What follows belongs to an exercise in optimizing a design on an open flow for small area and a short achievable clock period; a production flow would make more cautious choices.
RTL that was checked went through simulation tests only; none was proved equivalent to the original.
The clock port is modelled as an ideal driver, which makes a skipped or thinned clock tree look cheaper than it is; a real chip needs a root buffer or a tree.
Power is estimated from default activity; no workload was simulated.

==> module syc_FIFO, before the edit <==
module syc_FIFO #(
    parameter DATA_WIDTH = 32,
    parameter DEPTH      = 16
)(
    input                       wr_en,
    input                       rd_en,
    input      [DATA_WIDTH-1:0] wr_data,
    input                       clk,
    input                       rstb,
    output reg [DATA_WIDTH-1:0] rd_data,
    output wire                 full,
    output wire                 empty
);
    localparam ADDR_WIDTH = $clog2(DEPTH);
    localparam PTR_WIDTH  = ADDR_WIDTH + 1;
    reg  [DATA_WIDTH-1:0] memory[DEPTH-1:0];
    reg  [PTR_WIDTH-1:0]  wr_ptr, rd_ptr;
    wire [DATA_WIDTH-1:0] rd_data_from_mem;  
    assign full  = (wr_ptr[ADDR_WIDTH-1:0] == rd_ptr[ADDR_WIDTH-1:0]) &&
                   (wr_ptr[PTR_WIDTH-1]  != rd_ptr[PTR_WIDTH-1]);
    assign empty = (wr_ptr == rd_ptr);
    always @(posedge clk , negedge rstb) begin
        if (!rstb) begin
            wr_ptr <= 0;
        end else begin
            if (wr_en && !full) begin
                memory[wr_ptr[ADDR_WIDTH-1:0]] <= wr_data;  
                wr_ptr <= wr_ptr + 1;
            end
        end
    end
    assign rd_data_from_mem = memory[rd_ptr[ADDR_WIDTH-1:0]];
    always @(posedge clk or negedge rstb) begin
        if (!rstb) begin
            rd_ptr  <= 0;
            rd_data <= 0;
        end else begin
            if (rd_en && !empty) begin
                rd_ptr  <= rd_ptr + 1;
                rd_data <= rd_data_from_mem;
            end
        end
    end
endmodule
clock: 3.0 ns
lec_check: 0
cap_margin: 20
core_margin: 2
core_utilization: 40
slew_margin: 20
run.sh (not shown) runs the stock make flow with config.mk's settings and CLKGATE_MAP_FILE= SYNTH_SCRIPT=/design/flow/synth_recipe.tcl, a recipe that flattens the netlist after the stock synthesis.
The baseline ran to the end with no violations.
==> next run, changes <==
==> flow/design.v (replaced) <==
module syc_FIFO #(
    parameter DATA_WIDTH = 32,
    parameter DEPTH      = 16
)(
    input                       wr_en,
    input                       rd_en,
    input      [DATA_WIDTH-1:0] wr_data,
    input                       clk,
    input                       rstb,
    output reg [DATA_WIDTH-1:0] rd_data,
    output reg                  full,
    output reg                  empty
);
    localparam ADDR_WIDTH = $clog2(DEPTH);
    reg [DATA_WIDTH-1:0] memory [DEPTH-1:0];
    reg [ADDR_WIDTH-1:0] wr_ptr, rd_ptr;
    wire wr = wr_en & ~full;
    wire rd = rd_en & ~empty;
    wire one_word  = (wr_ptr == rd_ptr + 1'b1);
    wire one_free  = (rd_ptr == wr_ptr + 1'b1);
    always @(posedge clk)
        if (wr) memory[wr_ptr] <= wr_data;
    always @(posedge clk or negedge rstb) begin
        if (!rstb) begin
            wr_ptr  <= 0;
            rd_ptr  <= 0;
            rd_data <= 0;
            full    <= 1'b0;
            empty   <= 1'b1;
        end else begin
            if (wr) wr_ptr <= wr_ptr + 1'b1;
            if (rd) begin
                rd_ptr  <= rd_ptr + 1'b1;
                rd_data <= memory[rd_ptr];
            end
            if (wr & ~rd) begin
                empty <= 1'b0;
                full  <= one_free;
            end else if (rd & ~wr) begin
                full  <= 1'b0;
                empty <= one_word;
            end
        end
    end
endmodule
- The new run finished with timing, DRC and antenna clean
- wire length shrinks by 22%
- clock skew goes up by 0.0080 ns
- clock power rises by 7.4%
- global-route usage fell by 4.3 points
- die area shrinks by 0.79%
- cell area fell by 0.74%
- utilization went up by 0.39 points


the previous run:
syc_FIFO, a different RTL version from the one above (not shown whole).
==> module syc_FIFO, before the edit <==
module syc_FIFO #(
    parameter DATA_WIDTH = 32,
    parameter DEPTH      = 16
)(
    input                       wr_en,
    input                       rd_en,
    input      [DATA_WIDTH-1:0] wr_data,
    input                       clk,
    input                       rstb,
    output reg [DATA_WIDTH-1:0] rd_data,
    output reg                  full,
    output wire                 empty
);
    localparam ADDR_WIDTH = $clog2(DEPTH);
    reg [DATA_WIDTH-1:0] memory [DEPTH-1:0];
    reg [DEPTH-1:0]      wr_sel, rd_sel;
    reg [ADDR_WIDTH-1:0] fill;
    reg                  not_empty;
    assign empty = ~not_empty;
    wire wr = wr_en & ~full;
    wire rd = rd_en & not_empty;
    wire one_word = (fill == 1);
    wire one_free = (fill == DEPTH - 1);
    integer i;
    always @(posedge clk)
        for (i = 0; i < DEPTH; i = i + 1)
            if (wr & wr_sel[i]) memory[i] <= wr_data;
    reg [DATA_WIDTH-1:0] rd_next;
    always @* begin
        rd_next = rd_data & {DATA_WIDTH{~rd}};
        for (i = 0; i < DEPTH; i = i + 1)
            rd_next = rd_next | (memory[i] & {DATA_WIDTH{rd & rd_sel[i]}});
    end
    always @(posedge clk or negedge rstb) begin
        if (!rstb) begin
            wr_sel    <= 1;
            rd_sel    <= 1;
            fill      <= 0;
            rd_data   <= 0;
            full      <= 1'b0;
            not_empty <= 1'b0;
        end else begin
            rd_data <= rd_next;
            if (wr) wr_sel <= {wr_sel[DEPTH-2:0], wr_sel[DEPTH-1]};
            if (rd) rd_sel <= {rd_sel[DEPTH-2:0], rd_sel[DEPTH-1]};
            if (wr & ~rd) begin
                fill      <= fill + 1'b1;
                not_empty <= 1'b1;
                full      <= one_free;
            end else if (rd & ~wr) begin
                fill      <= fill - 1'b1;
                full      <= 1'b0;
                not_empty <= ~one_word;
            end
        end
    end
endmodule
export LEC_CHECK = 0
export CAP_MARGIN = 20
export CORE_MARGIN = 2
export CORE_UTILIZATION = 40
export SETUP_SLACK_MARGIN = 1.45
export SLEW_MARGIN = 20
create_clock -name core_clock -period 3.0 [get_ports {clk}]
standard.sh (not shown) runs the stock make flow with config.mk's settings and CLKGATE_MAP_FILE= SYNTH_SCRIPT=/design/flow/synth_recipe.tcl, a recipe that flattens the netlist after the stock synthesis.
==> flow/flow/run.sh <==
#!/bin/bash
# Standard ORFS layout (the standard.sh, synthesis unchanged) with:
#  - port buffers of a plain buffer cell instead of the one buffer_ports picks;
#  - a hand-built two-level clock tree (flow/pre_cts.tcl, flow/mancts.tcl)
#    in place of TritonCTS's three-level one.
set -uo pipefail
here=$(pwd)
bash standard.sh \
  BUFFER_PORTS_ARGS="-buffer_cell sky130_fd_sc_hd__buf_4" \
  PRE_CTS_TCL="$here/flow/pre_cts.tcl" \
  finish > flow_make.log 2>&1
Other scripts of this flow, unchanged in this note and not shown: flow/flow/mancts.tcl, flow/flow/pre_cts.tcl
Every stage of the flow completed for the previous run, and the final layout passed the timing, DRC and antenna checks.
diff inputs: the previous run => the current run
diff --git a/flow/design.v b/flow/design.v
--- a/flow/design.v
+++ b/flow/design.v
@@ -24,25 +24,35 @@
     integer i;
     always @(posedge clk)
         for (i = 0; i < DEPTH; i = i + 1)
-            if (wr & wr_sel[i]) memory[i] <= wr_data;
-    reg [DATA_WIDTH-1:0] rd_next;
+            if (wr_en & wr_sel[i]) memory[i] <= wr_data;
+    reg [DATA_WIDTH-1:0] rd_word;
     always @* begin
-        rd_next = rd_data & {DATA_WIDTH{~rd}};
+        rd_word = {DATA_WIDTH{1'b0}};
         for (i = 0; i < DEPTH; i = i + 1)
-            rd_next = rd_next | (memory[i] & {DATA_WIDTH{rd & rd_sel[i]}});
+            rd_word = rd_word | (memory[i] & {DATA_WIDTH{rd_sel[i]}});
     end
     always @(posedge clk or negedge rstb) begin
         if (!rstb) begin
             wr_sel    <= 1;
-            rd_sel    <= 1;
+            rd_sel    <= 0;
             fill      <= 0;
             rd_data   <= 0;
             full      <= 1'b0;
             not_empty <= 1'b0;
         end else begin
-            rd_data <= rd_next;
-            if (wr) wr_sel <= {wr_sel[DEPTH-2:0], wr_sel[DEPTH-1]};
-            if (rd) rd_sel <= {rd_sel[DEPTH-2:0], rd_sel[DEPTH-1]};
+            if (rd) rd_data <= rd_word;
+            if (full)
+                wr_sel <= rd ? rd_sel : {DEPTH{1'b0}};
+            else if (wr & ~rd & one_free)
+                wr_sel <= {DEPTH{1'b0}};
+            else if (wr)
+                wr_sel <= {wr_sel[DEPTH-2:0], wr_sel[DEPTH-1]};
+            if (!not_empty)
+                rd_sel <= wr ? wr_sel : {DEPTH{1'b0}};
+            else if (rd & ~wr & one_word)
+                rd_sel <= {DEPTH{1'b0}};
+            else if (rd)
+                rd_sel <= {rd_sel[DEPTH-2:0], rd_sel[DEPTH-1]};
             if (wr & ~rd) begin
                 fill      <= fill + 1'b1;
                 not_empty <= 1'b1;
Findings:
Setup slack: the current run less than the previous run. Delta (the current run minus the previous run): final worst-path cycle share higher; time the final worst path needs with I/O delays and setup higher. Diff the previous run -> the current run: number of non-clock inverters rose by 33; count of cells along the worst register-to-register path went up by 1; utilization decreased 2.6 points; adder-cell share of the synthesized area stayed essentially flat; power consumption lower. Changes observed in the current run relative to the previous run: number of gates on the worst path with buffers counted increased 1; sum of overflow across all layers after global routing level; routed via count divided by cell count rose 0.78%.
No functional check of the RTL was part of any run of this note. No run of this note takes its clock network from TritonCTS; it comes from the design's own scripts or RTL.

## static timing again, ports no longer ideal
The results above use ideal ports. As a check the final layouts listed here were re-extracted and re-timed, cells and wires unchanged. Step 1 sets driving cells, clkbuf_16 on the clock port and buf_2 on the other inputs (assumed; they add their load-dependent delay and slew). Step 2, shift: input delay + t, output delay - t, t = (earliest + latest rising clock arrival at the registers) / 2. This alone moves slack from input paths to output paths. Three values: ideal ports, drivers, drivers and shift; two values: the first two.
run | t (ns) | setup WS [ns] | hold slack, ns | latest minus earliest clock arrival (ns)
the first run of note 1 | 0.630 | 0.116 / 0.063 / 0.204 | 0.124 / 0.121 / 0.480 | 0.011 / 0.010
the second run of note 1 | 0.653 | 0.650 / 0.593 / 0.329 | 0.169 / 0.141 / 0.483 | 0.019 / 0.019
the previous run | 0.475 | 1.292 / 1.276 / 0.907 | 0.092 / -0.003 / 0.472 | 0.030 / 0.030
the current run | 0.479 | 1.279 / 1.165 / 0.935 | 0.328 / 0.221 / 0.514 | 0.040 / 0.040
After both steps every run listed still meets setup and hold. For the previous run, which loses most, drivers alone change the setup slack by -0.016 ns; drivers and shift together by -0.385 ns.
